What follows belongs to an exercise in optimizing a design on an open flow for small area, a short achievable clock period and few clock cycles; a production flow would make more cautious choices. The RTL was checked by simulation tests, not by an equivalence proof against the original design. No activity file was given, so power comes from the tool's default toggle rates.

File: config.mk
export PLATFORM = sky130hd
export DESIGN_NAME = potato_cpu
export DESIGN_NICKNAME = potato_cpu
export VERILOG_FILES = /design/flow/design.v
export SDC_FILE = /design/flow/constraint.sdc
export NUM_CORES = 4
export LEC_CHECK = 0
export CAP_MARGIN = 20
export CORE_MARGIN = 2
export CORE_UTILIZATION = 55
export SETUP_SLACK_MARGIN = 2.0
export SLEW_MARGIN = 20
File: constraint.sdc
create_clock -name core_clock -period 5.5 [get_ports {clk}]
set_input_delay 1.1000 -clock core_clock [delete_from_list [all_inputs] [get_ports {clk}]]
set_output_delay 1.1000 -clock core_clock [all_outputs]
set_load 0.01 [all_outputs]
File: design.v
module pfx_add #(parameter W = 16) (input [W-1:0] a, input [W-1:0] b, output [W-1:0] s);
  reg [W-1:0] g, p;
  integer l, i, k;
  always @* begin
    g = a & b;
    p = a ^ b;
    for (l = 1; l < W; l = l * 2)
      for (i = 0; i < W; i = i + 1)
        if (i & l) begin
          k = (i & ~(l - 1)) - 1;
          g[i] = g[i] | (p[i] & g[k]);
          p[i] = p[i] & p[k];
        end
  end
  assign s = (a ^ b) ^ {g[W-2:0], 1'b0};
endmodule
module potato_cpu(input clk, input rst_n, input [7:0] start_pc,
      input [15:0] mem_rdata,
      output [7:0] mem_addr, output mem_we, output [15:0] mem_wdata,
      output halted, output [15:0] out);
  reg [127:0] R;         
  reg [15:0] ir;         
  reg        iv;         
  reg        fv;         
  reg [7:0]  nf;         
  reg [7:0]  lf;         
  reg        rf;         
  reg        ldp;        
  reg [2:0]  ldr;        
  reg [7:0]  ea;         
  reg        eok;        
  reg [15:0] outr;       
  reg [7:0]  sa;         
  reg [7:0]  sb;         
  reg        s_n, s_l, s_r, s_a;    
  reg        f_mem;      
  reg        f_ldr;      
  reg        f_halt;     
  reg        f_add;      
  reg        f_sum;      
  wire is_alu   = ir[15] & ~ir[14] & ir[13];          
  wire is_mov   = ir[15] & ir[14] & ~ir[13];          
  wire is_movim = is_mov & ir[12];
  wire is_cmp   = is_alu & ~ir[12] & ir[11];
  wire is_and   = is_alu & ir[12] & ~ir[11];
  wire is_mvn   = is_alu & ir[12] & ir[11];
  wire halt    = iv & f_halt;
  wire ready   = iv & ~ldp;
  wire stall   = ready & f_mem & ~eok;
  wire exec    = ready & ~stall;
  wire use_ea  = ready & f_mem & eok;
  wire load_ir = ~ldp & ~halt & ~stall;
  reg [15:0] a, b;
  integer j;
  always @* begin
    a = 16'd0;
    b = 16'd0;
    for (j = 0; j < 8; j = j + 1) begin
      a = a | ({16{sa[j]}} & R[16*j +: 16]);
      b = b | ({16{sb[j]}} & R[16*j +: 16]);
    end
  end
  wire [15:0] bb = ({16{s_n}} & b) | ({16{s_l}} & {b[14:0], 1'b0})
                 | ({16{s_r}} & {s_a & b[15], b[15:1]})
                 | ({16{f_ldr}} & {{11{ir[4]}}, ir[4:0]});
  wire [15:0] sum;
  pfx_add #(16) add16(.a(a), .b(bb), .s(sum));
  wire [15:0] lres = is_and ? (a & bb) : (is_mvn ? ~bb : bb);    
  wire [15:0] res  = f_sum ? sum : lres;
  wire        wr_ex = exec & ((is_alu & ~is_cmp) | is_mov);
  wire        wen   = ldp | wr_ex;
  wire [2:0]  wa    = ldp ? ldr : (is_movim ? ir[10:8] : ir[7:5]);
  wire [15:0] wde   = ldp ? mem_rdata : {{8{ir[7]}}, ir[7:0]};
  wire        wsum  = ~ldp & f_add;
  wire [15:0] wd    = wsum ? sum : ((ldp | is_movim) ? wde : lres);
  genvar gi;
  generate for (gi = 0; gi < 8; gi = gi + 1) begin : rfw
    always @(posedge clk) if (wen && wa == gi) R[16*gi +: 16] <= wd;
  end endgenerate
  wire out_en = exec & ((is_alu & ~is_cmp) | (is_mov & ~ir[12]) | f_mem);
  always @(posedge clk) if (out_en) outr <= res;
  wire [15:0] nir = load_ir ? mem_rdata : ir;
  wire        n_ldr = ~nir[15];
  wire        n_str = nir[15] & ~nir[14] & ~nir[13];
  wire        n_sh  = nir[15] & (nir[14] ^ nir[13]);   
  wire [2:0]  n_rb  = n_str ? nir[7:5] : nir[2:0];
  wire [15:0] c;
  assign c = R[16*nir[10:8] +: 16];
  wire        wr_erl = ldp | (exec & is_movim);      
  wire [7:0]  eab = (wr_erl & (wa == nir[10:8])) ? wde[7:0] : c[7:0];
  wire [7:0]  ea_n;
  pfx_add #(8) add8(.a(eab), .b({{3{nir[4]}}, nir[4:0]}), .s(ea_n));
  wire hazard  = use_ea & ~f_ldr & fv & (ea == lf);
  wire refetch = rf | (stall & fv);
  assign mem_addr  = ~rst_n ? start_pc : (use_ea ? ea : (refetch ? lf : nf));
  assign mem_we    = use_ea & ~f_ldr;
  assign mem_wdata = b;
  always @(posedge clk) begin
    if (~rst_n) begin
      nf  <= start_pc + 8'd1;
      lf  <= start_pc;
      rf  <= 1'b0;
      fv  <= 1'b1;
      iv  <= 1'b0;
      ldp <= 1'b0;
    end else begin
      if (~use_ea & ~refetch) begin
        lf <= nf;
        nf <= nf + 8'd1;
      end
      rf  <= hazard;
      fv  <= ~use_ea;
      ldp <= use_ea & f_ldr;
      if (load_ir) iv <= fv & ~hazard;
    end
    ldr <= ir[7:5];
    if (load_ir) ir <= mem_rdata;
    sa     <= 8'd1 << nir[10:8];
    sb     <= 8'd1 << n_rb;
    s_n    <= ~n_ldr & ~(n_sh & (nir[4] | nir[3]));
    s_l    <= n_sh & ~nir[4] & nir[3];
    s_r    <= n_sh & nir[4];
    s_a    <= nir[3];
    f_mem  <= n_ldr | n_str;
    f_ldr  <= n_ldr;
    f_halt <= nir[15] & nir[14] & nir[13];
    f_add  <= nir[15] & ~nir[14] & nir[13] & ~nir[12] & ~nir[11];
    f_sum  <= n_ldr | (nir[15] & ~nir[14] & nir[13] & ~nir[12] & ~nir[11]);
    ea     <= ea_n;
    eok    <= ~(wen & ~wr_erl & (wa == nir[10:8]));
  end
  assign halted = halt;
  assign out = outr;
endmodule
File: flow/run.sh
#!/bin/bash
# Own layout flow: the standard ORFS flow, with the I/O port buffers made
# from plain buffers (sky130_fd_sc_hd__buf_2) instead of delay cells, and the
# resizer free to change a cell's footprint. Everything else is standard.
set -euo pipefail
cd "$(dirname "$0")/.."
bash standard.sh MATCH_CELL_FOOTPRINT=0 "BUFFER_PORTS_ARGS=-buffer_cell sky130_fd_sc_hd__buf_2" finish > flow_make.log 2>&1
File: standard.sh
#!/bin/bash
# synth_recipe.tcl (not shown) runs the flow's synth.tcl, then flattens the netlist and writes it again
# the make line also repeats each setting of config.mk as NAME=value (left out here)
make -C /OpenROAD-flow-scripts/flow DESIGN_CONFIG=/design/flow/config.mk WORK_HOME=/design/flow/orfs CLKGATE_MAP_FILE= SYNTH_SCRIPT=/design/flow/synth_recipe.tcl "${@:-finish}"
==> impl_metrics.env, run 1 <==
export IMPL_status="finished clean"
export IMPL_cp_arrival_ns=4.12
export IMPL_r2r_start="sb[7]"
export IMPL_port_buffers=67
export IMPL_core_um2=20200
export IMPL_final_common_cell="edfxtp_1"
export IMPL_drt_total_wl_mm=38.2
export IMPL_final_nets=1195
export IMPL_max_freq_mhz=259
export IMPL_clkLatencyLatePin_ns=0.53
export IMPL_viasPerCell=6.80
export IMPL_design_die_area_um2=21800
export IMPL_synth_nets=1104
export IMPL_worst_setup_path_start_kind="flop"
export IMPL_skew_ns=0.0177
export IMPL_syn_inst=1048
export IMPL_yosysWarnings=3
export IMPL_n_antenna_cell=0
export IMPL_syn_cell_area_um2=11400
export IMPL_crit_fanout=16
export IMPL_drv_slew=0
export IMPL_initial_utilization=0.562
export IMPL_synthArstFlopShare=0
export IMPL_rows=52
export IMPL_regArea_um2=5970
export IMPL_crit_type="reg -> reg"
export IMPL_dp_hpwl_mm=25.6
export IMPL_grt_setup_unrepaired="yes"
export IMPL_cts_max_level=1
export IMPL_die_width_um=148
export IMPL_powerDensity_nw_per_um2=386
export IMPL_maxCapViolCount=0
export IMPL_drc=0
export IMPL_worstHoldEndpoint="ldr[0]"
export IMPL_reg2reg_to="R[41]"
export IMPL_numCtsBuffers=24
export IMPL_worstSetupEndpointType="flop"
export IMPL_yosys_area_top_type="edfxtp_1"
export IMPL_grt_ovfl_total=0
export IMPL_reg2reg_slack_ns=1.64
export IMPL_pin_count=68
export IMPL_hp_start="ir[5]"
export IMPL_drt_initial_drc_count=1354
export IMPL_fillers=1553
export IMPL_multi_input_area_um2=5470
export IMPL_hold_path_class="reg -> reg"
export IMPL_gp_congestion=0.953
export IMPL_cts_clk_slew_worst_paths_ns=0.06
export IMPL_wl_per_cell_um=26.8
export IMPL_via_count=9699
export IMPL_r2r_cells=15
export IMPL_yosysSeqAreaShare=0.521
export IMPL_antenna_found_initial=1
export IMPL_clk_path_buf_depth=3
export IMPL_worstPathRequired_ns=5.76
export IMPL_hold_viol_final=0
export IMPL_grt_max_degree=40
export IMPL_drive_gt1_frac=0.251
export IMPL_root_buffer="clkbuf_16"
export IMPL_tns_ns=0
export IMPL_leakagePower_nw=5.25
export IMPL_synth_edf_count=160
export IMPL_drtPass1Iterations=7
export IMPL_ys_ff_latch=216
export IMPL_ant_nets=0
export IMPL_hold_ws_ns=0.388
export IMPL_worstMarginPinSlew_ns=0.997
export IMPL_irDropWorstVdd_v=0.000357
export IMPL_grt_pass1_vias=8947
export IMPL_synth_area_per_cell_um2=10.8
export IMPL_fin_crit_ns=3.86
export IMPL_hold_depth=0
export IMPL_cts_sinks=216
export IMPL_grt_use_total=0.344
export IMPL_grt_pass1_wl_mm=56.1
export IMPL_place_area_um2=12000
export IMPL_yosys_area_top_type_share=0.423
export IMPL_final_cell_mix="edfxtp_1 (160), a22oi_1 (128), nand2_1 (95), buf_2 (67), buf_4 (58)"
export IMPL_area_delta_synth_final_pct=19.6
export IMPL_die_h_um=148
export IMPL_relSlewSlack=0.334
export IMPL_ys_flop_type="edfxtp_1"
export IMPL_synth_cell_types=68
export IMPL_tritoncts="built"
export IMPL_synthTopCellsByArea="edfxtp_1 (42%), dfxtp_1 (9.9%), a22oi_1 (8.9%)"
export IMPL_setup_viol_count_final=0
export IMPL_fin_crit_sh=0.701
export IMPL_stdcell_area_um2=13600
layer usage:
| metal | up-vias | track usage | routed length [um] |
|---|---|---|---|
| met2 | 682 | 0.504 | 16200 |
| met5 | - | 0 | 12 |
| met4 | 2 | 0.134 | 1820 |
| met1 | 4588 | 0.500 | 15300 |
| li1 | 4254 | - | - |
| met3 | 173 | 0.0812 | 4820 |
flip-flops by register name (all words and copies together), names as in the netlist:
register  cells
f_ldr         1
fv            1
outr         16
ldr           3
R           128
sb            8
sa            8
eok           1
f_sum         1
s_r           1
ir           16
f_halt        1
nf            8
s_l           1
lf            8
rf            1
ldp           1
f_add         1
f_mem         1
s_n           1
ea            8
iv            1
worst max-delay path, cell delays in order, from the launching register on:
cell	delay [ns]
dfxtp_4	0.45
a22oi_2	0.17
nand4_1	0.27
a222oi_1	0.45
inv_1	0.09
ha_2	0.20
fa_2	0.36
a211oi_2	0.27
o21bai_1	0.11
a21oi_2	0.16
nor2b_1	0.07
o21ai_1	0.12
nand2b_1	0.09
fa_2	0.36
xor2_2	0.16
o21a_4	0.25
cells in the mapped netlist (all sizes together) (2+ instances only):
master   count
mux2i       37
o221ai      12
or2          5
o31ai        4
a22o         3
o21a        10
and3         5
nor2b       15
fa           7
o21ai       47
nor3        16
nor2        41
or4          4
mux4         3
ha          23
a211oi       9
nand4       42
a22oi      135
xnor2       21
nor4b        2
o22ai        4
buf          9
xor2        12
a2bb2oi      6
nand3       12
clkbuf      62
nand2       97
a21oi       49
dfxtp       56
a41oi        9
mux2         6
nand3b       2
o2bb2ai      7
o211ai       4
or3          2
a21o        29
a31oi       16
edfxtp     160
o21bai       2
inv         33
and2         3
nand2b      10
power by group:
group / switching [mW] / internal, mW / total (mW)
Sequential: 0.168 / 1.98 / 2.15
Clock: 0.655 / 0.881 / 1.54
Combinational: 0.923 / 0.634 / 1.56
timing repair:
| item | 4_1_cts | 5_1_grt |
|---|---|---|
| hold buffers | 0 | 0 |
| gates resized for setup | 69 | 48 |
| endpoints found under the hold margin | 0 | 0 |
| setup endpoints to repair | 123 | 117 |
| buffers inserted | 36 | 15 |
| pin swaps | 17 | 30 |
cell type report:
type | count | share of cell area
Sequential cell | 216 | 0.439
Inverter | 34 | 0.0103
Tap cell | 270 | 0.0249
Multi-Input combinational cell | 727 | 0.403
Clock buffer | 30 | 0.0474
Timing Repair Buffer | 136 | 0.0677
Clock inverter | 14 | 0.00773
per-stage QoR:
step | std cells | utilization | setup slack (ns) | power (mW)
global placement | 1332 | 0.593 | 1.08 | 3.45
floorplan | 1048 | - | 1.78 | 3.01
finish | 1427 | 0.672 | 1.64 | 5.24
global route | 1427 | 0.672 | 1.53 | 5.44
CTS | 1412 | 0.654 | 1.76 | 5.06
detailed placement | 1332 | 0.593 | 0.995 | 3.45
cells by family (layout without fill, tap and decap cells):
group | Yosys count | after routing | synth area share
adder cells (fa/ha/maj) | 30 | 30 | 0.0376
AO/OA/AOI/OAI | 356 | 356 | 0.217
XOR/XNOR | 33 | 33 | 0.0254
flip-flops | 216 | 216 | 0.521
buffers and inverters | 105 | 214 | 0.0371
AND/OR/NAND/NOR | 262 | 262 | 0.116
multiplexers | 46 | 46 | 0.0459
how the worst max path moves through the flow:
stage                 startpoint     end  slack (ns)  depth (start not counted)
floorplan                  sb[1]  R[105]        1.78                         17
global placement    mem_rdata[8]   ea[7]        1.08                         18
detailed placement  mem_rdata[8]   ea[7]        0.99                         18
CTS                        R[17]   R[41]        1.76                         15
global route               R[65]   R[73]        1.53                         15
finish                     sb[7]   R[41]        1.64                         15
Testbench counts, summed over its fixed seeds: cycles 17,907.
==> run 2, diff against run 1 <==
--- a/config.mk
+++ b/config.mk
@@ -8,5 +8,7 @@
 export CAP_MARGIN = 20
 export CORE_MARGIN = 2
 export CORE_UTILIZATION = 55
-export SETUP_SLACK_MARGIN = 2.0
+export CTS_BUF_LIST = sky130_fd_sc_hd__clkbuf_8
+export CTS_CLUSTER_SIZE = 30
+export SETUP_SLACK_MARGIN = 1.5
 export SLEW_MARGIN = 20
==> impl_metrics.env, run 2 <==
export IMPL_status="finished clean"
export IMPL_fin_crit_sh=0.716
export IMPL_yosysMostFrequentCell="edfxtp_1"
export IMPL_synthArstFlopShare=0
export IMPL_die_width_um=148
export IMPL_worstSetupEndpointType="flop"
export IMPL_reg2reg_to="ea[7]"
export IMPL_drv_slew=0
export IMPL_leakagePower_nw=5.15
export IMPL_synth_cell_types=68
export IMPL_synth_area_per_cell_um2=10.8
export IMPL_drive_gt1_frac=0.194
export IMPL_root_buffer="clkbuf_8"
export IMPL_ant_nets=0
export IMPL_wl_per_cell_um=26.8
export IMPL_rows=52
export IMPL_powerDensity_nw_per_um2=390
export IMPL_port_buffers=67
export IMPL_ctsHoldBuffers=0
export IMPL_reg_top3="R (128), ir (16), outr (16)"
export IMPL_antenna_found_initial=1
export IMPL_synth_common_cells="edfxtp_1 (160), a22oi_1 (135), nand2_1 (97)"
export IMPL_regMostFlops="R"
export IMPL_cts_clk_slew_worst_paths_ns=0.06
export IMPL_cp_arrival_ns=4.36
export IMPL_die_h_um=148
export IMPL_worst_setup_path_start_kind="flop"
export IMPL_final_cell_mix="edfxtp_1 (160), a22oi_1 (135), nand2_1 (97), buf_2 (67)"
export IMPL_r2r_cells=19
export IMPL_tns_ns=0
export IMPL_setup_viol_count_final=0
export IMPL_synth_edf_count=160
export IMPL_via_count=9696
export IMPL_worstMarginPinSlew_ns=1.02
export IMPL_yosysWarnings=3
export IMPL_worstHoldEndpoint="ldr[1]"
export IMPL_crit_fanout=15
export IMPL_top_layer="met4"
export IMPL_syn_cell_area_um2=11400
export IMPL_synth_nets=1104
export IMPL_max_freq_mhz=254
export IMPL_initial_utilization=0.562
export IMPL_final_common_cell="edfxtp_1"
export IMPL_grt_max_degree=42
export IMPL_clkLatencyLatePin_ns=0.56
export IMPL_grt_pass1_vias=9225
export IMPL_drt_total_wl_mm=38.4
export IMPL_drt_initial_drc_count=1236
export IMPL_worst_slack_ns=1.56
export IMPL_maxCapViolCount=0
export IMPL_fin_crit_ns=3.94
export IMPL_clk_path_buf_depth=3
export IMPL_hold_depth=0
export IMPL_dr_wl_met3_mm=4.58
export IMPL_core_um2=20200
export IMPL_hp_start="ir[6]"
export IMPL_dp_hpwl_mm=25.9
export IMPL_relSlewSlack=0.311
export IMPL_wl_met1_mm=15.4
export IMPL_irDropWorstVdd_v=0.000286
export IMPL_drtPass1Iterations=7
export IMPL_gp_congestion=1.02
export IMPL_worstPathRequired_ns=5.92
export IMPL_grt_pass1_wl_mm=56.8
export IMPL_hold_viol_final=0
export IMPL_yosys_area_top_type_share=0.423
export IMPL_cts_max_level=2
export IMPL_reg2reg_slack_ns=1.56
export IMPL_synthTopCellsByArea="edfxtp_1 (42%), dfxtp_1 (9.9%), a22oi_1 (8.9%)"
export IMPL_viasPerCell=6.75
export IMPL_ys_flop_type="edfxtp_1"
export IMPL_area_delta_synth_final_pct=15.5
export IMPL_r2r_start="ldp"
export IMPL_pin_count=68
export IMPL_grt_setup_unrepaired="yes"
export IMPL_design_die_area_um2=21800
export IMPL_yosysSeqAreaShare=0.521
export IMPL_syn_inst=1048
export IMPL_cts_sinks=216
export IMPL_skew_ns=0.0353
export IMPL_tritoncts="built"
export IMPL_yosys_area_top_type="edfxtp_1"
export IMPL_hold_path_class="reg -> reg"
export IMPL_ys_ff_latch=216
export IMPL_wl_met2_mm=16.7
export IMPL_grt_ovfl_total=0
export IMPL_numCtsBuffers=39
export IMPL_grt_use_total=0.350
export IMPL_largest_register_ffs=128
export IMPL_final_nets=1191
export IMPL_crit_type="reg -> reg"
export IMPL_drc=0
export IMPL_dp_slack_ns=1.01
[run 2: cell counts after synthesis]
Identical to the previous run, type by type.
[run 2: worst max-delay path by stage]
stage	slack, ns	endpoint	cells past startpoint	from
6_report	1.56	ea[7]	19	ldp
4_1_cts	1.51	R[14]	11	R[21]
2_1_floorplan	1.50	R[105]	17	sb[1]
3_3_place_gp	1.10	ea[7]	18	mem_rdata[8]
5_1_grt	1.38	ea[7]	19	ldp
3_5_place_dp	1.01	ea[7]	18	mem_rdata[8]
[run 2: repair_timing]
action	4_1_cts	5_1_grt
setup endpoints to repair	54	46
resized for setup	23	19
hold endpoints to repair	0	0
buffers inserted	16	10
pin swaps	4	11
[run 2: critical path: stages, from the launching register on]
cell and delay (ns):
dfxtp_1 0.33, nor2_1 0.28, a21o_4 0.28, mux2i_4 0.23, buf_4 0.25, inv_1 0.24
o221ai_1 0.14, a31oi_1 0.08, nor3_1 0.28, a21oi_1 0.08, ha_1 0.20, inv_1 0.07
fa_1 0.17, inv_1 0.07, a21o_1 0.19, a21o_1 0.21, a21o_1 0.20, a31o_2 0.25
xnor2_1 0.13, xnor2_1 0.13
[run 2: per-stage QoR]
step	power (mW)	hold WS [ns]	std cells	instance area (um2)	utilization
2_1_floorplan	2.98	0.362	1048	11400	-
3_3_place_gp	3.44	0.386	1338	12000	0.591
3_5_place_dp	3.44	0.387	1338	12000	0.591
4_1_cts	5.04	0.373	1425	13000	0.640
5_1_grt	5.34	0.397	1435	13100	0.649
6_report	5.12	0.376	1436	13100	0.649
[run 2: layout make-up]
class / instances / area (um2)
fill: 1638 / 7110
sequential: 216 / 5960
multi-input combinational: 727 / 5140
timing repair buffer: 117 / 739
clock buffer: 45 / 619
tap: 270 / 338
clock inverter: 26 / 203
inverter: 34 / 130
antenna: 1 / 2.50
[run 2: power breakdown]
group,internal [mW],switching (mW),total [mW]
sequential,1.98,0.159,2.14
clock,0.894,0.676,1.57
combinational,0.548,0.866,1.41
[run 2: routing by layer]
metal / GRT usage / vias to the layer above
met1: 0.487 / 4651
met4: 0.161 / 0
met3: 0.0938 / 129
li1: - / 4247
met2: 0.516 / 669
met5: 0 / -
[run 2: cells by family after synthesis]
group / Yosys count / synth area share
compound gates: 356 / 0.217
fa+ha+maj: 30 / 0.0376
simple gates: 262 / 0.116
xor+xnor: 33 / 0.0254
mux: 46 / 0.0459
flops: 216 / 0.521
buf+inv: 105 / 0.0371
==> run 3, diff against run 2 <==
--- a/config.mk
+++ b/config.mk
@@ -5,10 +5,9 @@
 export SDC_FILE = /design/flow/constraint.sdc
 export NUM_CORES = 4
 export LEC_CHECK = 0
+export ABC_AREA = 1
 export CAP_MARGIN = 20
 export CORE_MARGIN = 2
 export CORE_UTILIZATION = 55
-export CTS_BUF_LIST = sky130_fd_sc_hd__clkbuf_8
-export CTS_CLUSTER_SIZE = 30
 export SETUP_SLACK_MARGIN = 1.5
 export SLEW_MARGIN = 20
==> impl_metrics.env, run 3 <==
export IMPL_grt_use_total=0.342
export IMPL_grt_setup_unrepaired="no"
export IMPL_crit_chain="inv_1, buf_4, o21ai_0, a221oi_1, nand2_1, ha_1, fa_1, nand3_1, nand2_1, nand4_1, nand3_4, fa_1, nor2_1, a21oi_2"
export IMPL_yosysWarnings=3
export IMPL_wl_per_cell_um=21.7
export IMPL_worst_path_max_delay_cell="fa_1"
export IMPL_cts_sinks=216
export IMPL_synth_compound_area_frac=0.100
export IMPL_dp_hpwl_mm=28.7
export IMPL_clockPowerShare=0.262
export IMPL_drc=0
export IMPL_yosysSeqAreaShare=0.487
export IMPL_leakagePower_nw=6.18
export IMPL_viasPerCell=5.99
export IMPL_synthMuxAreaShare=0
export IMPL_cp_slowest_stage_delay_ns=0.59
export IMPL_initial_utilization=0.559
export IMPL_synth_cell_types=54
export IMPL_core_um2=21800
export IMPL_skew_ns=0.0236
export IMPL_n_antenna_cell=0
export IMPL_maxCapViolCount=0
export IMPL_die_width_um=153
export IMPL_grt_max_degree=32
export IMPL_status="finished clean"
export IMPL_relSlewSlack=0.328
export IMPL_ys_ff_latch=216
export IMPL_die_h_um=153
export IMPL_grt_pass1_wl_mm=61.3
export IMPL_hold_depth=0
export IMPL_use_met1=0.495
export IMPL_reg2reg_to="R[104]"
export IMPL_grt_pass1_vias=10215
export IMPL_drive_gt1_frac=0.134
export IMPL_use_met2=0.528
export IMPL_drv_slew=0
export IMPL_cts_clk_slew_worst_paths_ns=0.06
export IMPL_gp_congestion=0.991
export IMPL_synthArstFlopShare=0
export IMPL_synthAdderAreaFrac=0.0352
export IMPL_swShare=0.391
export IMPL_cp_arrival_ns=4.09
export IMPL_power_internal_mw=3.77
export IMPL_clkLatencyLatePin_ns=0.55
export IMPL_worstSetupEndpointType="flop"
export IMPL_hp_start="ir[7]"
export IMPL_reg2reg_slack_ns=1.71
export IMPL_area_delta_synth_final_pct=13.3
export IMPL_reg_top3="R (128), ir (16), outr (16)"
export IMPL_synth_xor_area_frac=0.0122
export IMPL_worst_setup_path_start_kind="flop"
export IMPL_r2r_start="sa[1]"
export IMPL_final_nets=1644
export IMPL_drt_initial_drc_count=1533
export IMPL_regMostFlops="R"
export IMPL_worstPathRequired_ns=5.80
export IMPL_pin_count=68
export IMPL_max_freq_mhz=264
export IMPL_hold_path_class="reg -> reg"
export IMPL_synth_nets=1572
export IMPL_synth_top_family_by_area="simple AND/OR/NAND/NOR gates"
export IMPL_via_count=11296
export IMPL_grt_ovfl_total=0
export IMPL_root_buffer="clkbuf_16"
export IMPL_fin_crit_ns=3.79
export IMPL_design_die_area_um2=23300
export IMPL_synth_area_per_cell_um2=8.02
export IMPL_numCtsBuffers=25
export IMPL_antenna_found_initial=0
export IMPL_drt_total_wl_mm=40.9
export IMPL_synthTopCellsByArea="edfxtp_1 (40%), nand2_1 (16%), dfxtp_1 (9.2%)"
export IMPL_worstHoldEndpoint="ldr[2]"
export IMPL_rows=54
export IMPL_yosys_area_top_type_share=0.395
export IMPL_synth_edf_count=160
export IMPL_p_switching_mw=2.42
export IMPL_cts_max_level=1
export IMPL_r2r_cells=14
export IMPL_fin_crit_sh=0.689
export IMPL_met3_usage=0.0577
export IMPL_tns_ns=0
export IMPL_powerDensity_nw_per_um2=449
export IMPL_port_buffers=67
export IMPL_syn_cell_area_um2=12200
export IMPL_yosysMostFrequentCell="nand2_1"
export IMPL_hold_viol_final=0
export IMPL_setup_viol_count_final=0
export IMPL_ctsHoldBuffers=0
export IMPL_clk_path_buf_depth=3
export IMPL_crit_fanout=10
export IMPL_top_usage_layer="met2"
export IMPL_tritoncts="built"
export IMPL_largest_register_ffs=128
export IMPL_yosys_area_top_type="edfxtp_1"
export IMPL_drtPass1Iterations=8
export IMPL_ant_nets=0
export IMPL_final_common_cell="nand2_1"
export IMPL_ys_flop_type="edfxtp_1"
export IMPL_yosys_area_share_simple=0.295
export IMPL_synth_common_cells="nand2_1 (517), edfxtp_1 (160), inv_1 (143), nor2_1 (143), nand3_1 (100)"
export IMPL_final_cell_mix="nand2_1 (515), edfxtp_1 (160), nor2_1 (142), inv_1 (140), nand3_1 (97)"
export IMPL_fin_util=0.633
export IMPL_irDropWorstVdd_v=0.000333
export IMPL_worstMarginPinSlew_ns=1.00
export IMPL_pwr_share_seq=0.376
export IMPL_power_frac_comb=0.361
export IMPL_crit_type="reg -> reg"
export IMPL_syn_inst=1516
## run 3: repair_timing
item                       4_1_cts  5_1_grt
gates resized for setup         11       23
buffers inserted                 0       18
setup endpoints to repair       78       69
cloned                           0        1
pin swaps                        0        5
## run 3: how the worst max path moves through the flow
stage | from | end | slack, ns | cells past startpoint
after floorplan | mem_rdata[8] | ea[7] | 1.93 | 25
after global placement | ldp | ea[7] | 0.95 | 26
after detailed placement | ldp | ea[7] | 0.83 | 25
after CTS | ldp | ea[7] | 1.39 | 25
after global routing | sb[1] | R[105] | 1.51 | 17
final | sa[1] | R[104] | 1.71 | 14
## run 3: final cells by class
cell class / instances / area [um2]
fill: 1949 / 7980
sequential: 216 / 5940
multi-input combinational: 1091 / 5510
clock buffer: 39 / 729
timing repair buffer: 100 / 591
inverter: 154 / 584
tap: 280 / 350
clock inverter: 7 / 77.6
## run 3: routing by layer
metal	vias up	routed length, um	share of wire
li1	5183	-	-
met1	5281	16700	0.41
met2	697	17800	0.44
met3	135	4730	0.12
met4	0	1640	0.040
met5	-	0	0
## run 3: worst max-delay path, delay by kind of cell (launching register included)
kind            cells  cell delay (ns)
flops               1             0.49
fa+ha+maj           3             1.29
compound gates      3             0.67
simple gates        6             0.75
buf+inv             2             0.35
## run 3: power by group through the flow
stage | logic (mW) | registers, mW | clock network [mW]
after global routing | 2.47 | 2.34 | 1.71
after CTS | 2.13 | 2.32 | 1.64
after detailed placement | 2.10 | 2.35 | 0
after global placement | 2.08 | 2.35 | 0
after floorplan | 1.47 | 2.23 | 0
final | 2.24 | 2.33 | 1.62
## run 3: logic make-up after synthesis
kind of cell / count (synthesis)
AND/OR/NAND/NOR: 839
flip-flops: 216
buffers and inverters: 210
AO/OA/AOI/OAI: 204
adder cells (fa/ha/maj): 30
XOR/XNOR: 17
## run 3: stage by stage
stage | instance area [um2] | cells | worst slack (ns) | power (mW) | hold WS (ns)
finish | 13800 | 1887 | 1.71 | 6.19 | 0.375
global route | 13800 | 1887 | 1.51 | 6.52 | 0.381
CTS | 13500 | 1868 | 1.39 | 6.09 | 0.376
detailed placement | 12700 | 1822 | 0.834 | 4.45 | 0.366
global placement | 12700 | 1821 | 0.951 | 4.43 | 0.365
floorplan | 12200 | 1516 | 1.93 | 3.70 | 0.351
==> run 4, diff against run 3 <==
--- a/config.mk
+++ b/config.mk
@@ -5,9 +5,8 @@
 export SDC_FILE = /design/flow/constraint.sdc
 export NUM_CORES = 4
 export LEC_CHECK = 0
-export ABC_AREA = 1
 export CAP_MARGIN = 20
 export CORE_MARGIN = 2
 export CORE_UTILIZATION = 55
-export SETUP_SLACK_MARGIN = 1.5
+export SETUP_SLACK_MARGIN = 1.2
 export SLEW_MARGIN = 20
==> impl_metrics.env, run 4 <==
export IMPL_yosysWarnings=3
export IMPL_final_common_cell="edfxtp_1"
export IMPL_tns_ns=0
export IMPL_crit_type="reg -> reg"
export IMPL_yosysSeqAreaShare=0.521
export IMPL_powerDensity_nw_per_um2=396
export IMPL_worstMarginPinSlew_ns=0.952
export IMPL_r2r_start="R[65]"
export IMPL_final_cell_mix="edfxtp_1 (160), a22oi_1 (135), nand2_1 (97), buf_2 (67), dfxtp_1 (48)"
export IMPL_skew_ns=0.0144
export IMPL_dp_hpwl_mm=26.4
export IMPL_cts_clk_slew_worst_paths_ns=0.07
export IMPL_worstPathRequired_ns=5.75
export IMPL_hold_path_class="reg -> reg"
export IMPL_syn_inst=1048
export IMPL_cts_sinks=216
export IMPL_multi_input_area_um2=5100
export IMPL_largest_register_ffs=128
export IMPL_grt_setup_unrepaired="no"
export IMPL_area_delta_synth_final_pct=13.5
export IMPL_max_freq_mhz=242
export IMPL_clk_path_buf_depth=3
export IMPL_synth_nets=1104
export IMPL_design_die_area_um2=21800
export IMPL_regArea_um2=5950
export IMPL_yosys_area_top_type="edfxtp_1"
export IMPL_dp_slack_ns=0.936
export IMPL_gp_congestion=1.01
export IMPL_port_buffers=67
export IMPL_fin_crit_ns=4.14
export IMPL_die_h_um=148
export IMPL_synth_area_per_cell_um2=10.8
export IMPL_syn_cell_area_um2=11400
export IMPL_clkLatencyLatePin_ns=0.53
export IMPL_antenna_found_initial=1
export IMPL_rows=52
export IMPL_n_antenna_cell=0
export IMPL_tritoncts="built"
export IMPL_reg2reg_to="R[73]"
export IMPL_reg2reg_slack_ns=1.36
export IMPL_post_place_cells=1342
export IMPL_core_um2=20200
export IMPL_worst_slack_ns=1.36
export IMPL_leakagePower_nw=4.99
export IMPL_hold_depth=0
export IMPL_regMostFlops="R"
export IMPL_maxCapViolCount=0
export IMPL_drtPass1Iterations=9
export IMPL_reg_top3="R (128), ir (16), outr (16)"
export IMPL_cts_max_level=1
export IMPL_synth_common_cells="edfxtp_1 (160), a22oi_1 (135), nand2_1 (97)"
export IMPL_viasPerCell=6.92
export IMPL_synthArstFlopShare=0
export IMPL_grt_pass1_wl_mm=55.8
export IMPL_drt_total_wl_mm=37.6
export IMPL_irDropWorstVdd_v=0.000301
export IMPL_wl_per_cell_um=27.0
export IMPL_ant_nets=0
export IMPL_root_buffer="clkbuf_16"
export IMPL_synthTopCellsByArea="edfxtp_1 (42%), dfxtp_1 (9.9%), a22oi_1 (8.9%)"
export IMPL_fillers=1638
export IMPL_grt_max_degree=43
export IMPL_synth_edf_count=160
export IMPL_grt_pass1_vias=9012
export IMPL_drv_slew=0
export IMPL_fin_util=0.638
export IMPL_drt_initial_drc_count=1631
export IMPL_synth_cell_types=68
export IMPL_pin_count=68
export IMPL_initial_utilization=0.562
export IMPL_drc=0
export IMPL_status="finished clean"
export IMPL_stdcell_count=1389
export IMPL_grt_use_total=0.339
export IMPL_final_nets=1158
export IMPL_worstSetupEndpointType="flop"
export IMPL_drive_gt1_frac=0.163
export IMPL_crit_fanout=8
export IMPL_ys_ff_latch=216
export IMPL_startpoint="R[65]"
export IMPL_hold_viol_final=0
export IMPL_ys_flop_type="edfxtp_1"
export IMPL_endpoint="R[73]"
export IMPL_via_count=9609
export IMPL_yosysMostFrequentCell="edfxtp_1"
export IMPL_numCtsBuffers=23
export IMPL_worst_setup_path_start_kind="flop"
export IMPL_r2r_cells=15
export IMPL_grt_ovfl_total=0
export IMPL_fin_crit_sh=0.752
export IMPL_yosys_area_top_type_share=0.423
export IMPL_cp_arrival_ns=4.39
export IMPL_hold_ws_ns=0.391
export IMPL_relSlewSlack=0.360
export IMPL_setup_viol_count_final=0
export IMPL_die_width_um=148
-- run 4: per-stage QoR --
step / instance area (um2) / power (mW)
floorplan: 11400 / 2.97
global placement: 12000 / 3.44
finish: 12900 / 5.11
detailed placement: 12000 / 3.44
global route: 12900 / 5.30
CTS: 12800 / 5.06
-- run 4: repair_timing --
action | 4_1_cts | 5_1_grt
resized for setup | 11 | 20
setup buffers | 1 | 4
pin swaps | 1 | 5
hold buffers | 0 | 0
endpoints found under the setup margin | 35 | 38
-- run 4: logic make-up (layout without fill, tap and decap cells) --
| kind of cell | after synthesis | in the layout | synth area share |
|---|---|---|---|
| xor gates and xnor gates | 33 | 33 | 0.0254 |
| muxes | 46 | 46 | 0.0459 |
| and+or+nand+nor | 262 | 262 | 0.116 |
| adders and majority gates | 30 | 30 | 0.0376 |
| DFF | 216 | 216 | 0.521 |
| AOI/OAI and AO/OA | 356 | 356 | 0.217 |
| buffers and inverters | 105 | 176 | 0.0371 |
-- run 4: worst min path at each step --
stage          startpoint      to  slack [ns]
5_1_grt             ir[6]  ldr[1]        0.40
3_3_place_gp        ir[6]  ldr[1]        0.39
6_report            ir[6]  ldr[1]        0.39
2_1_floorplan       ir[5]  ldr[0]        0.36
4_1_cts             ir[6]  ldr[1]        0.39
3_5_place_dp        ir[5]  ldr[0]        0.38
-- run 4: layout make-up --
cell class	count	share of cell area
Sequential cell	216	0.461
Inverter	34	0.0101
Clock buffer	30	0.0499
Tap cell	270	0.0262
Multi-Input combinational cell	727	0.395
Clock inverter	12	0.0121
Timing Repair Buffer	100	0.0452
-- run 4: power by group --
part	total, mW	switching, mW	internal (mW)
sequential	2.13	0.151	1.98
clock	1.63	0.657	0.973
combinational	1.35	0.847	0.504
total	5.11	1.65	3.46
-- run 4: worst max-delay path, cell delays in order, from the launching register on --
cell	delay, ns
edfxtp_1	0.43
a22oi_1	0.22
nand4_1	0.19
a222oi_1	0.43
inv_1	0.10
ha_1	0.25
fa_2	0.43
a211oi_2	0.29
o21bai_1	0.13
a21oi_2	0.18
nor2b_1	0.07
o21ai_0	0.15
nand2b_1	0.10
fa_1	0.43
xor2_1	0.18
o21a_2	0.27
-- run 4: metal layers --
layer | global-route usage | wire (um) | vias up
li1 | - | - | 4171
met1 | 0.479 | 14700 | 4602
met2 | 0.519 | 16500 | 683
met3 | 0.0781 | 4640 | 151
met4 | 0.120 | 1630 | 2
met5 | 0 | 17 | -
==> run 5, diff against run 4 <==
--- a/config.mk
+++ b/config.mk
@@ -5,8 +5,9 @@
 export SDC_FILE = /design/flow/constraint.sdc
 export NUM_CORES = 4
 export LEC_CHECK = 0
+export ABC_AREA = 1
 export CAP_MARGIN = 20
 export CORE_MARGIN = 2
 export CORE_UTILIZATION = 55
-export SETUP_SLACK_MARGIN = 1.2
+export SETUP_SLACK_MARGIN = 1.0
 export SLEW_MARGIN = 20
==> impl_metrics.env, run 5 <==
export IMPL_grt_pass1_wl_mm=61.2
export IMPL_dp_hpwl_mm=28.7
export IMPL_fin_util=0.623
export IMPL_drtPass1Iterations=6
export IMPL_reg_top3="R (128), ir (16), outr (16)"
export IMPL_hp_start="ir[7]"
export IMPL_top_layer="met4"
export IMPL_synthTopCellsByArea="edfxtp_1 (40%), nand2_1 (16%), dfxtp_1 (9.2%)"
export IMPL_antenna_found_initial=0
export IMPL_grt_pass1_vias=10206
export IMPL_synth_edf_count=160
export IMPL_yosysWarnings=3
export IMPL_clkLatencyLatePin_ns=0.55
export IMPL_ys_ff_latch=216
export IMPL_die_h_um=153
export IMPL_r2r_start="ldp"
export IMPL_synthArstFlopShare=0
export IMPL_max_freq_mhz=239
export IMPL_drv_slew=0
export IMPL_numCtsBuffers=25
export IMPL_syn_inst=1516
export IMPL_grt_max_degree=32
export IMPL_synth_nets=1572
export IMPL_worst_setup_path_start_kind="flop"
export IMPL_setup_viol_count_final=0
export IMPL_synth_area_per_cell_um2=8.02
export IMPL_stdcell_count=1868
export IMPL_cp_arrival_ns=4.62
export IMPL_synth_common_cells="nand2_1 (517), edfxtp_1 (160), inv_1 (143), nor2_1 (143), nand3_1 (100)"
export IMPL_crit_type="reg -> reg"
export IMPL_die_width_um=153
export IMPL_post_place_cells=1822
export IMPL_startpoint="ldp"
export IMPL_skew_ns=0.0213
export IMPL_leakagePower_nw=6.06
export IMPL_initial_utilization=0.559
export IMPL_drive_gt1_frac=0.115
export IMPL_via_count=11159
export IMPL_worstSetupEndpointType="flop"
export IMPL_rows=54
export IMPL_wl_met1_mm=16.8
export IMPL_largest_register_ffs=128
export IMPL_tns_ns=0
export IMPL_wl_per_cell_um=21.7
export IMPL_cts_sinks=216
export IMPL_gp_congestion=0.991
export IMPL_hold_path_class="reg -> reg"
export IMPL_tritoncts="built"
export IMPL_drc=0
export IMPL_relSlewSlack=0.299
export IMPL_ant_nets=0
export IMPL_syn_cell_area_um2=12200
export IMPL_cts_clk_slew_worst_paths_ns=0.06
export IMPL_wl_met2_mm=17.9
export IMPL_fin_crit_sh=0.762
export IMPL_regMostFlops="R"
export IMPL_dr_wl_met3_mm=4.48
export IMPL_drt_total_wl_mm=40.6
export IMPL_final_common_cell="nand2_1"
export IMPL_status="finished clean"
export IMPL_design_die_area_um2=23300
export IMPL_final_cell_mix="nand2_1 (516), edfxtp_1 (160), inv_1 (143), nor2_1 (143), nand3_1 (100)"
export IMPL_final_nets=1625
export IMPL_irDropWorstVdd_v=0.000333
export IMPL_grt_ovfl_total=0
export IMPL_synth_cell_types=54
export IMPL_yosys_area_top_type="edfxtp_1"
export IMPL_pin_count=68
export IMPL_viasPerCell=5.97
export IMPL_cts_setup_buffers=0
export IMPL_yosysSeqAreaShare=0.487
export IMPL_fin_crit_ns=4.19
export IMPL_port_buffers=67
export IMPL_worstMarginPinSlew_ns=1.05
export IMPL_fillers=1977
export IMPL_grt_setup_unrepaired="yes"
export IMPL_drt_initial_drc_count=1474
export IMPL_worstPathRequired_ns=5.93
export IMPL_ys_flop_type="edfxtp_1"
export IMPL_n_antenna_cell=0
export IMPL_clk_path_buf_depth=3
export IMPL_powerDensity_nw_per_um2=454
export IMPL_maxCapViolCount=0
export IMPL_grt_use_total=0.341
export IMPL_area_delta_synth_final_pct=11.4
export IMPL_hold_viol_final=0
export IMPL_crit_fanout=31
export IMPL_cts_max_level=1
export IMPL_root_buffer="clkbuf_16"
export IMPL_yosysMostFrequentCell="nand2_1"
export IMPL_core_um2=21800
export IMPL_yosys_area_top_type_share=0.395
run 5: cell families (layout without fill, tap and decap cells):
kind of cell               count (synthesis)  after routing  share of synthesized area
and+or+nand+nor                          839            839                      0.295
DFF                                      216            216                      0.487
buffers and inverters                    210            282                     0.0702
AOI/OAI and AO/OA                        204            204                      0.100
adders and majority gates                 30             30                     0.0352
xor gates and xnor gates                  17             17                     0.0122
run 5: repair_timing:
| item | 4_1_cts | 5_1_grt |
|---|---|---|
| setup endpoints to repair | 2 | 67 |
| resized for setup | 1 | 11 |
| hold buffers | 0 | 0 |
run 5: worst paths after layout:
kind | end | slack, ns | depth (start not counted)
max | ea[7] | 1.31 | 25
min | ldr[2] | 0.37 | 0
max reg2reg | ea[7] | 1.31 | 25
min reg2reg | ldr[2] | 0.37 | 0
run 5: stage by stage:
step | hold WS, ns | instance area, um2 | total power [mW] | setup WS [ns]
after global routing | 0.381 | 13500 | 6.47 | 0.967
after CTS | 0.376 | 13500 | 6.08 | 1.18
final | 0.374 | 13500 | 6.15 | 1.31
after floorplan | 0.351 | 12200 | 3.70 | 1.93
after global placement | 0.365 | 12700 | 4.43 | 0.951
after detailed placement | 0.366 | 12700 | 4.45 | 0.834
run 5: final cells by class:
| class | count | area, um2 | share of cell area |
|---|---|---|---|
| inverters | 154 | 584 | 0.0431 |
| flip-flops and latches | 216 | 5930 | 0.438 |
| clock buffers | 39 | 729 | 0.0538 |
| clock inverters | 7 | 77.6 | 0.00573 |
| well taps | 280 | 350 | 0.0259 |
| repair buffers | 82 | 452 | 0.0333 |
| multi-input cells | 1090 | 5430 | 0.400 |
run 5: critical path, cell delays in order (launching register included):
cell and delay, ns:
dfxtp_4 0.57, inv_6 0.13, nand4_4 0.15, nand2_4 0.27
nand2_4 0.17, nand2_2 0.12, nand2_1 0.42, inv_1 0.20
a21oi_1 0.18, nand3_1 0.09, nand3_1 0.11, nand2_1 0.06
inv_1 0.05, ha_1 0.14, inv_1 0.06, fa_1 0.41
inv_1 0.10, nand3_1 0.07, nand2_1 0.12, nand3_1 0.08
nand2_1 0.09, a21oi_1 0.08, xor2_1 0.19, nand3_1 0.11
nand2_1 0.07, inv_1 0.03
run 5: routing by layer:
metal,vias up,GRT usage
li1,5140,-
met1,5213,0.494
met2,696,0.527
met3,110,0.0577
met4,0,0.108
met5,-,0
run 5: report_power, final:
group | internal (mW) | switching, mW | leakage, nW
sequential | 2.11 | 0.217 | 1.95
combinational | 0.671 | 1.52 | 3.71
clock | 0.963 | 0.662 | 0.396
==> run 6, diff against run 5 <==
--- a/config.mk
+++ b/config.mk
@@ -5,9 +5,8 @@
 export SDC_FILE = /design/flow/constraint.sdc
 export NUM_CORES = 4
 export LEC_CHECK = 0
-export ABC_AREA = 1
 export CAP_MARGIN = 20
 export CORE_MARGIN = 2
 export CORE_UTILIZATION = 55
-export SETUP_SLACK_MARGIN = 1.0
+export SETUP_SLACK_MARGIN = 1.7
 export SLEW_MARGIN = 20
==> impl_metrics.env, run 6 <==
export IMPL_grt_max_degree=27
export IMPL_reg2reg_slack_ns=1.52
export IMPL_power_internal_mw=3.57
export IMPL_grt_ovfl_total=0
export IMPL_worstMarginPinSlew_ns=1.22
export IMPL_clkLatencyLatePin_ns=0.53
export IMPL_crit_fanout=8
export IMPL_die_width_um=148
export IMPL_yosys_area_top_type="edfxtp_1"
export IMPL_largest_register_ffs=128
export IMPL_stdcell_count=1431
export IMPL_grt_use_total=0.347
export IMPL_leakagePower_nw=5.24
export IMPL_synthTopCellsByArea="edfxtp_1 (42%), dfxtp_1 (9.9%), a22oi_1 (8.9%)"
export IMPL_powerDensity_nw_per_um2=393
export IMPL_synthArstFlopShare=0
export IMPL_pin_count=68
export IMPL_dp_hpwl_mm=26.1
export IMPL_stdcell_area_um2=13400
export IMPL_worstHoldEndpoint="ldr[0]"
export IMPL_max_freq_mhz=251
export IMPL_n_antenna_cell=0
export IMPL_relSlewSlack=0.181
export IMPL_tritoncts="built"
export IMPL_cts_max_level=1
export IMPL_syn_inst=1048
export IMPL_initial_utilization=0.562
export IMPL_fin_crit_sh=0.724
export IMPL_setup_viol_count_final=0
export IMPL_regMostFlops="R"
export IMPL_grt_pass1_wl_mm=56.6
export IMPL_synth_common_cells="edfxtp_1 (160), a22oi_1 (135), nand2_1 (97)"
export IMPL_drv_slew=0
export IMPL_yosysSeqAreaShare=0.521
export IMPL_post_place_cells=1338
export IMPL_maxCapViolCount=0
export IMPL_yosysMostFrequentCell="edfxtp_1"
export IMPL_worstPathRequired_ns=5.75
export IMPL_cp_arrival_ns=4.23
export IMPL_irDropWorstVdd_v=0.000315
export IMPL_drt_initial_drc_count=1507
export IMPL_root_buffer="clkbuf_16"
export IMPL_cp_slowest_stage_delay_ns=0.47
export IMPL_place_area_um2=12000
export IMPL_skew_ns=0.0163
export IMPL_drtPass1Iterations=6
export IMPL_reg2reg_to="R[25]"
export IMPL_tns_ns=0
export IMPL_reg_top3="R (128), ir (16), outr (16)"
export IMPL_final_cell_mix="edfxtp_1 (160), a22oi_1 (134), nand2_1 (97), buf_2 (67), buf_4 (66)"
export IMPL_p_switching_mw=1.70
export IMPL_ys_ff_latch=216
export IMPL_worst_setup_path_start_kind="flop"
export IMPL_ys_flop_type="edfxtp_1"
export IMPL_cp_top_family="compound AO/OA/AOI/OAI gates"
export IMPL_pwr_share_seq=0.405
export IMPL_synth_area_per_cell_um2=10.8
export IMPL_yosys_area_top_type_share=0.423
export IMPL_grt_pass1_vias=9119
export IMPL_antenna_found_initial=0
export IMPL_drt_total_wl_mm=38.9
export IMPL_clockPowerShare=0.321
export IMPL_synth_nets=1104
export IMPL_rows=52
export IMPL_ant_nets=0
export IMPL_syn_cell_area_um2=11400
export IMPL_crit_chain="a22oi_1, nand4_1, a222oi_1, inv_1, ha_2, fa_2, a211oi_2, o21bai_1, a21oi_2, nor2b_1, o21ai_1, nand2b_1, fa_2, xor2_1, o21a_2"
export IMPL_swShare=0.322
export IMPL_drive_gt1_frac=0.214
export IMPL_crit_type="reg -> reg"
export IMPL_startpoint="R[96]"
export IMPL_cts_sinks=216
export IMPL_r2r_start="R[96]"
export IMPL_synth_edf_count=160
export IMPL_r2r_cells=15
export IMPL_wl_per_cell_um=27.2
export IMPL_numCtsBuffers=24
export IMPL_core_um2=20200
export IMPL_worst_path_max_delay_cell="edfxtp_1"
export IMPL_port_buffers=67
export IMPL_hold_depth=0
export IMPL_gp_congestion=0.930
export IMPL_drc=0
export IMPL_hold_viol_final=0
export IMPL_fin_crit_ns=3.98
export IMPL_cts_clk_slew_worst_paths_ns=0.06
export IMPL_hp_start="ir[5]"
export IMPL_viasPerCell=6.86
export IMPL_design_die_area_um2=21800
export IMPL_via_count=9811
export IMPL_worstSetupEndpointType="flop"
export IMPL_status="finished clean"
export IMPL_crit_path_frequent_cell="fa_2"
export IMPL_synth_cell_types=68
export IMPL_area_delta_synth_final_pct=18.0
export IMPL_die_h_um=148
export IMPL_final_nets=1199
export IMPL_path_buf_inv=1
export IMPL_grt_setup_unrepaired="yes"
export IMPL_clk_path_buf_depth=3
export IMPL_yosysWarnings=3
export IMPL_hold_path_class="reg -> reg"
export IMPL_final_common_cell="edfxtp_1"
export IMPL_power_frac_comb=0.274
run 6: cell types whose count changed in the layout (fill, tap and decap cells not counted), sizes merged, moves of 58 or more:
cell / before / now
buf: 82 / 140
inv: 154 / 34
nand2: 536 / 97
nand3: 100 / 12
nor2: 148 / 41
a22oi: 0 / 135
run 6: what timing repair did:
action | 4_1_cts | 5_1_grt
hold buffers | 0 | 0
endpoints found under the setup margin | 89 | 71
buffers inserted | 21 | 28
gates resized for setup | 33 | 38
pin swaps | 4 | 12
run 6: cell type report:
class | count | area (um2)
inverter | 34 | 136
fill | 1593 | 6820
sequential | 216 | 5960
clock inverter | 13 | 190
timing repair buffer | 140 | 945
multi-input combinational | 727 | 5200
clock buffer | 31 | 647
tap | 270 | 338
run 6: metal layers:
layer / share of wire / global-route usage / vias up
met4: 0.054 / 0.150 / 0
li1: - / - / 4264
met2: 0.44 / 0.531 / 690
met3: 0.12 / 0.0840 / 159
met1: 0.39 / 0.475 / 4698
met5: 0 / 0 / -
run 6: cells by family (layout without fill, tap and decap cells):
group | Yosys count | after routing | synth area share
xor+xnor | 33 | 33 | 0.0254
mux | 46 | 46 | 0.0459
compound gates | 356 | 356 | 0.217
buf+inv | 105 | 218 | 0.0371
fa+ha+maj | 30 | 30 | 0.0376
simple gates | 262 | 262 | 0.116
flops | 216 | 216 | 0.521
run 6: power by group through the flow:
stage / clock [mW] / combinational (mW) / sequential [mW]
floorplan: 0 / 0.907 / 2.08
global placement: 0 / 1.28 / 2.16
detailed placement: 0 / 1.28 / 2.16
CTS: 1.70 / 1.34 / 2.12
global route: 1.77 / 1.56 / 2.14
finish: 1.69 / 1.44 / 2.13
run 6: worst max-delay path by stage:
stage	endpoint	cells after the start
3_3_place_gp	ea[7]	16
4_1_cts	ea[7]	19
2_1_floorplan	ea[7]	16
5_1_grt	R[25]	15
3_5_place_dp	ea[7]	17
6_report	R[25]	15
run 6: metrics by stage:
step	hold slack, ns	worst slack, ns	utilization	total power, mW
after floorplan	0.362	1.70	-	2.99
after global placement	0.389	1.27	0.591	3.44
after detailed placement	0.390	1.23	0.591	3.44
after CTS	0.398	1.61	0.645	5.16
after global routing	0.408	1.32	0.663	5.47
final	0.394	1.52	0.663	5.27
==> run 7, diff against run 6 <==
--- a/config.mk
+++ b/config.mk
@@ -8,5 +8,6 @@
 export CAP_MARGIN = 20
 export CORE_MARGIN = 2
 export CORE_UTILIZATION = 55
-export SETUP_SLACK_MARGIN = 1.7
+export PLACE_DENSITY = 0.75
+export SETUP_SLACK_MARGIN = 1.5
 export SLEW_MARGIN = 20
==> impl_metrics.env, run 7 <==
export IMPL_tritoncts="built"
export IMPL_fin_crit_ns=4.04
export IMPL_die_width_um=148
export IMPL_setup_viol_count_final=0
export IMPL_fillers=1603
export IMPL_yosysSeqAreaShare=0.521
export IMPL_wl_met1_mm=13.8
export IMPL_fin_crit_sh=0.734
export IMPL_clkLatencyLatePin_ns=0.54
export IMPL_clk_path_buf_depth=3
export IMPL_drive_gt1_frac=0.192
export IMPL_powerDensity_nw_per_um2=389
export IMPL_largest_register_ffs=128
export IMPL_synthTopCellsByArea="edfxtp_1 (42%), dfxtp_1 (9.9%), a22oi_1 (8.9%)"
export IMPL_drc=0
export IMPL_wl_met2_mm=16.0
export IMPL_maxCapViolCount=0
export IMPL_via_count=9921
export IMPL_skew_ns=0.0154
export IMPL_final_common_cell="edfxtp_1"
export IMPL_tns_ns=0
export IMPL_grt_max_degree=43
export IMPL_core_um2=20200
export IMPL_grt_setup_unrepaired="no"
export IMPL_port_buffers=67
export IMPL_synth_common_cells="edfxtp_1 (160), a22oi_1 (135), nand2_1 (97)"
export IMPL_antenna_found_initial=2
export IMPL_root_buffer="clkbuf_16"
export IMPL_synth_nets=1104
export IMPL_yosys_area_top_type="edfxtp_1"
export IMPL_irDropWorstVdd_v=0.000275
export IMPL_rows=52
export IMPL_worstSetupEndpointType="flop"
export IMPL_cts_sinks=216
export IMPL_hold_path_class="reg -> reg"
export IMPL_gp_congestion=1.02
export IMPL_grt_ovfl_total=0
export IMPL_design_die_area_um2=21800
export IMPL_max_freq_mhz=248
export IMPL_cp_arrival_ns=4.30
export IMPL_drtPass1Iterations=9
export IMPL_stdcell_area_um2=13200
export IMPL_crit_type="reg -> reg"
export IMPL_syn_cell_area_um2=11400
export IMPL_area_delta_synth_final_pct=15.7
export IMPL_grt_pass1_wl_mm=55.8
export IMPL_grt_use_total=0.337
export IMPL_wl_per_cell_um=26.4
export IMPL_top_layer="met4"
export IMPL_drt_initial_drc_count=1635
export IMPL_ys_flop_type="edfxtp_1"
export IMPL_design_power_total_mw=5.12
export IMPL_final_nets=1183
export IMPL_yosys_area_top_type_share=0.423
export IMPL_synthArstFlopShare=0
export IMPL_crit_fanout=16
export IMPL_drv_slew=0
export IMPL_ys_ff_latch=216
export IMPL_yosysWarnings=3
export IMPL_worst_setup_path_start_kind="flop"
export IMPL_ctsHoldBuffers=0
export IMPL_yosysMostFrequentCell="edfxtp_1"
export IMPL_status="finished clean"
export IMPL_worstPathRequired_ns=5.76
export IMPL_leakagePower_nw=5.12
export IMPL_pin_count=68
export IMPL_regMostFlops="R"
export IMPL_viasPerCell=7.01
export IMPL_worstMarginPinSlew_ns=1.04
export IMPL_synth_cell_types=68
export IMPL_cts_clk_slew_worst_paths_ns=0.06
export IMPL_numCtsBuffers=24
export IMPL_cts_max_level=1
export IMPL_synth_area_per_cell_um2=10.8
export IMPL_relSlewSlack=0.304
export IMPL_dp_hpwl_mm=25.2
export IMPL_synth_edf_count=160
export IMPL_reg_top3="R (128), ir (16), outr (16)"
export IMPL_dr_wl_met3_mm=5.44
export IMPL_ant_nets=0
export IMPL_die_h_um=148
export IMPL_hold_viol_final=0
export IMPL_initial_utilization=0.562
export IMPL_place_area_um2=11900
export IMPL_syn_inst=1048
export IMPL_grt_pass1_vias=9415
export IMPL_drt_total_wl_mm=37.4
export IMPL_final_cell_mix="edfxtp_1 (160), a22oi_1 (130), nand2_1 (97), buf_2 (67), buf_4 (51)"
-- run 7: cell types whose count changed in the layout (fill, tap and decap cells not counted), sizes merged --
| cell | before | now |
|---|---|---|
| buf | 140 | 124 |
| clkbuf | 31 | 32 |
| bufinv | 4 | 2 |
| diode | 0 | 1 |
| inv | 34 | 33 |
| clkinv | 8 | 10 |
-- run 7: timing repair --
action	in CTS	in global routing
buffers inserted	14	23
pin swaps	3	13
gates resized for setup	20	29
endpoints found under the setup margin	54	54
-- run 7: layout make-up --
type | count | area (um2) | share of cell area
inverters | 34 | 131 | 0.00998
clock inverters | 12 | 125 | 0.00951
flip-flops and latches | 216 | 5960 | 0.453
diodes | 1 | 2.50 | 0.000190
multi-input cells | 727 | 5140 | 0.391
well taps | 270 | 338 | 0.0257
clock buffers | 32 | 651 | 0.0494
repair buffers | 124 | 807 | 0.0613
-- run 7: worst max-delay path: stages, from the launching register on --
cell	delay, ns
dfxtp_4	0.43
a22oi_1	0.26
nand4_1	0.35
a22oi_1	0.39
nand3_1	0.17
ha_1	0.37
o21ai_0	0.28
o21bai_1	0.14
a21oi_2	0.18
nor2b_1	0.09
o21ai_1	0.14
nand2b_1	0.11
fa_2	0.39
xor2_1	0.18
o21a_2	0.27
-- run 7: through the flow --
step           hold slack, ns  setup slack, ns   util  instances
2_1_floorplan           0.362             1.50      -       1048
3_3_place_gp            0.380             1.22  0.589       1334
3_5_place_dp            0.385             1.13  0.589       1334
4_1_cts                 0.393             1.50  0.635       1392
5_1_grt                 0.407             1.43  0.650       1416
6_report                0.393             1.46  0.650       1416
-- run 7: logic make-up after synthesis --
group | Yosys count | share of synthesized area
flip-flops | 216 | 0.521
AO/OA/AOI/OAI | 356 | 0.217
XOR/XNOR | 33 | 0.0254
buffers and inverters | 105 | 0.0371
adder cells (fa/ha/maj) | 30 | 0.0376
multiplexers | 46 | 0.0459
AND/OR/NAND/NOR | 262 | 0.116
-- run 7: final timing paths --
kind	from	endpoint	slack (ns)	depth (start not counted)
worst max-delay path	sb[6]	R[25]	1.46	14
worst min-delay path	ir[7]	ldr[2]	0.39	0
worst max register to register	sb[6]	R[25]	1.46	14
worst min register to register	ir[7]	ldr[2]	0.39	0
-- run 7: per-layer routing --
metal  track usage  vias to the layer above
met5             0                        -
met1         0.469                     4665
met2         0.502                      845
met4         0.159                        0
li1              -                     4232
met3        0.0775                      179
-- run 7: power by group --
group | internal [mW] | total (mW) | leakage (nW) | switching (mW)
logic | 0.545 | 1.40 | 2.78 | 0.852
registers | 1.98 | 2.15 | 1.95 | 0.163
clock network | 0.928 | 1.57 | 0.388 | 0.645
total | 3.46 | 5.12 | 5.12 | 1.66
==> run 8, diff against run 7 <==
--- a/config.mk
+++ b/config.mk
@@ -8,6 +8,5 @@
 export CAP_MARGIN = 20
 export CORE_MARGIN = 2
 export CORE_UTILIZATION = 55
-export PLACE_DENSITY = 0.75
 export SETUP_SLACK_MARGIN = 1.5
 export SLEW_MARGIN = 20
==> impl_metrics.env, run 8 <==
export IMPL_status="finished clean"
export IMPL_hp_start="ir[6]"
export IMPL_synthMuxAreaShare=0.0459
export IMPL_cp_slowest_stage_delay_ns=0.33
export IMPL_worstPathRequired_ns=5.91
export IMPL_synth_common_cells="edfxtp_1 (160), a22oi_1 (135), nand2_1 (97)"
export IMPL_synth_cell_types=68
export IMPL_grt_pass1_wl_mm=56.6
export IMPL_drive_gt1_frac=0.181
export IMPL_drt_total_wl_mm=38.1
export IMPL_yosys_area_share_simple=0.116
export IMPL_hold_path_class="reg -> reg"
export IMPL_cts_max_level=1
export IMPL_yosys_area_top_type="edfxtp_1"
export IMPL_cp_top_family="compound AO/OA/AOI/OAI gates"
export IMPL_grt_max_degree=42
export IMPL_worst_path_max_delay_cell="dfxtp_1"
export IMPL_max_freq_mhz=254
export IMPL_crit_type="reg -> reg"
export IMPL_maxCapViolCount=0
export IMPL_pin_count=68
export IMPL_cts_clk_slew_worst_paths_ns=0.06
export IMPL_ant_nets=0
export IMPL_ys_ff_latch=216
export IMPL_clk_path_buf_depth=3
export IMPL_largest_register_ffs=128
export IMPL_regArea_um2=5960
export IMPL_worst_setup_path_start_kind="flop"
export IMPL_worstHoldEndpoint="ldr[1]"
export IMPL_gp_congestion=1.02
export IMPL_final_cell_mix="edfxtp_1 (160), a22oi_1 (134), nand2_1 (97), buf_2 (67), dfxtp_1 (47)"
export IMPL_r2r_start="ldp"
export IMPL_r2r_cells=19
export IMPL_ctsHoldBuffers=0
export IMPL_leakagePower_nw=5.07
export IMPL_synthTopCellsByArea="edfxtp_1 (42%), dfxtp_1 (9.9%), a22oi_1 (8.9%)"
export IMPL_reg2reg_to="ea[7]"
export IMPL_yosysSeqAreaShare=0.521
export IMPL_drv_slew=0
export IMPL_hold_viol_final=0
export IMPL_synth_nets=1104
export IMPL_syn_inst=1048
export IMPL_synthArstFlopShare=0
export IMPL_crit_fanout=15
export IMPL_regMostFlops="R"
export IMPL_dp_slack_ns=1.01
export IMPL_path_buf_inv=4
export IMPL_grt_setup_unrepaired="yes"
export IMPL_cp_arrival_ns=4.34
export IMPL_root_buffer="clkbuf_16"
export IMPL_core_um2=20200
export IMPL_yosysMostFrequentCell="edfxtp_1"
export IMPL_worstMarginPinSlew_ns=0.988
export IMPL_tritoncts="built"
export IMPL_powerDensity_nw_per_um2=398
export IMPL_grt_ovfl_total=0
export IMPL_tns_ns=0
export IMPL_synth_xor_area_frac=0.0254
export IMPL_setup_viol_count_final=0
export IMPL_stdcell_count=1404
export IMPL_synthAdderAreaFrac=0.0376
export IMPL_hold_depth=0
export IMPL_dp_hpwl_mm=25.9
export IMPL_reg2reg_slack_ns=1.57
export IMPL_numCtsBuffers=24
export IMPL_drc=0
export IMPL_reg_top3="R (128), ir (16), outr (16)"
export IMPL_synth_area_per_cell_um2=10.8
export IMPL_design_power_total_mw=5.21
export IMPL_relSlewSlack=0.340
export IMPL_wl_per_cell_um=27.1
export IMPL_die_width_um=148
export IMPL_cts_sinks=216
export IMPL_clkLatencyLatePin_ns=0.55
export IMPL_synth_edf_count=160
export IMPL_fin_crit_ns=3.93
export IMPL_final_nets=1172
export IMPL_antenna_found_initial=1
export IMPL_post_place_cells=1338
export IMPL_area_delta_synth_final_pct=15.1
export IMPL_synth_compound_area_frac=0.217
export IMPL_multi_input_area_um2=5130
export IMPL_n_antenna_cell=0
export IMPL_grt_use_total=0.346
export IMPL_worst_slack_ns=1.57
export IMPL_grt_pass1_vias=9155
export IMPL_drt_initial_drc_count=1302
export IMPL_ys_flop_type="edfxtp_1"
export IMPL_port_buffers=67
export IMPL_irDropWorstVdd_v=0.000252
export IMPL_skew_ns=0.0347
export IMPL_rows=52
export IMPL_design_die_area_um2=21800
export IMPL_drtPass1Iterations=6
export IMPL_fin_crit_sh=0.715
export IMPL_final_common_cell="edfxtp_1"
export IMPL_crit_chain="nor2_1, a21o_4, mux2i_4, buf_4, inv_1, o221ai_1, a31oi_1, nor3_1, a21oi_1, ha_1, inv_1, fa_1, inv_1, a21o_1, a21o_1, a21o_1, a31o_2, xnor2_1, xnor2_1"
export IMPL_die_h_um=148
export IMPL_viasPerCell=6.87
export IMPL_synth_top_family_by_area="compound AO/OA/AOI/OAI gates"
export IMPL_yosys_area_top_type_share=0.423
export IMPL_via_count=9651
export IMPL_syn_cell_area_um2=11400
export IMPL_fillers=1634
export IMPL_startpoint="ldp"
export IMPL_worstSetupEndpointType="flop"
export IMPL_yosysWarnings=3
export IMPL_initial_utilization=0.562
run 8: cell counts after synthesis:
No cell type changed its count.
run 8: cell families (layout without fill, tap and decap cells):
group	count (synthesis)	count (layout)
XOR/XNOR	33	33
buffers and inverters	105	191
flip-flops	216	216
multiplexers	46	46
AND/OR/NAND/NOR	262	262
AO/OA/AOI/OAI	356	356
adder cells (fa/ha/maj)	30	30
run 8: through the flow:
step | utilization | hold slack (ns) | cell area, um2
detailed placement | 0.591 | 0.387 | 12000
global route | 0.647 | 0.398 | 13100
finish | 0.647 | 0.373 | 13100
floorplan | - | 0.362 | 11400
global placement | 0.591 | 0.386 | 12000
CTS | 0.641 | 0.378 | 13000
run 8: worst max-delay path by stage:
stage / end / slack [ns] / cells after the start
2_1_floorplan: R[105] / 1.50 / 17
3_3_place_gp: ea[7] / 1.10 / 18
3_5_place_dp: ea[7] / 1.01 / 18
4_1_cts: R[73] / 1.49 / 15
5_1_grt: ea[7] / 1.40 / 19
6_report: ea[7] / 1.57 / 19
run 8: metal layers:
metal / wire length (um) / track usage / vias up
met5: 0 / 0 / -
met4: 1880 / 0.148 / 0
met3: 4470 / 0.0667 / 148
met2: 16500 / 0.520 / 703
met1: 15200 / 0.494 / 4598
li1: - / - / 4202
run 8: cell type report:
type                       instances  area share
clock inverter                     7      0.0106
tap                              270      0.0258
timing repair buffer             113      0.0523
clock buffer                      37      0.0542
multi-input combinational        727       0.392
inverter                          34     0.00994
sequential                       216       0.455
run 8: repair_timing:
action,CTS,global route
resized for setup,22,19
endpoints found under the setup margin,54,46
hold endpoints to repair,0,0
pin swaps,4,11
buffers inserted,15,7
run 8: where the power goes:
part	total [mW]	internal, mW	leakage (nW)	switching [mW]
logic	1.39	0.534	2.71	0.858
registers	2.14	1.98	1.95	0.159
clock network	1.68	1.03	0.413	0.649

==> separate check: timing with driven ports <==
Ports are ideal in the flow. The routed layouts listed here were re-timed in OpenROAD. Step 1, drivers: a clkbuf_16 drives clk and a buf_2 each remaining input, both assumed. Step 2, shift: input delay + t, output delay - t, t = (earliest + latest rising clock arrival at the registers) / 2. This alone moves slack from input paths to output paths. Three values: ideal, step 1, step 2; two values: the first two.
run	shift t [ns]	setup slack, ns	worst setup path at the end	slew at the worst register clock pin (ns)	cell pins on the clock port's net
run 1	0.577	1.642 / 1.642 / 1.467	input to register	0.07 / 0.07	1
run 2	0.589	1.560 / 1.560 / 1.179	input to register	0.07 / 0.07	1
run 3	0.587	1.710 / 1.710 / 1.329	input to register	0.06 / 0.06	1
run 4	0.572	1.362 / 1.362 / 1.044	input to register	0.07 / 0.07	1
run 5	0.585	1.310 / 1.310 / 1.080	input to register	0.06 / 0.06	1
run 6	0.571	1.518 / 1.518 / 1.295	input to register	0.06 / 0.06	1
run 7	0.578	1.464 / 1.464 / 1.321	input to register	0.06 / 0.06	1
run 8	0.579	1.567 / 1.567 / 1.178	input to register	0.06 / 0.06	1
After both steps every run listed still meets setup and hold. The setup slack of run 8, which loses most, moves by 0.000 ns with the drivers and by -0.389 ns with both steps.
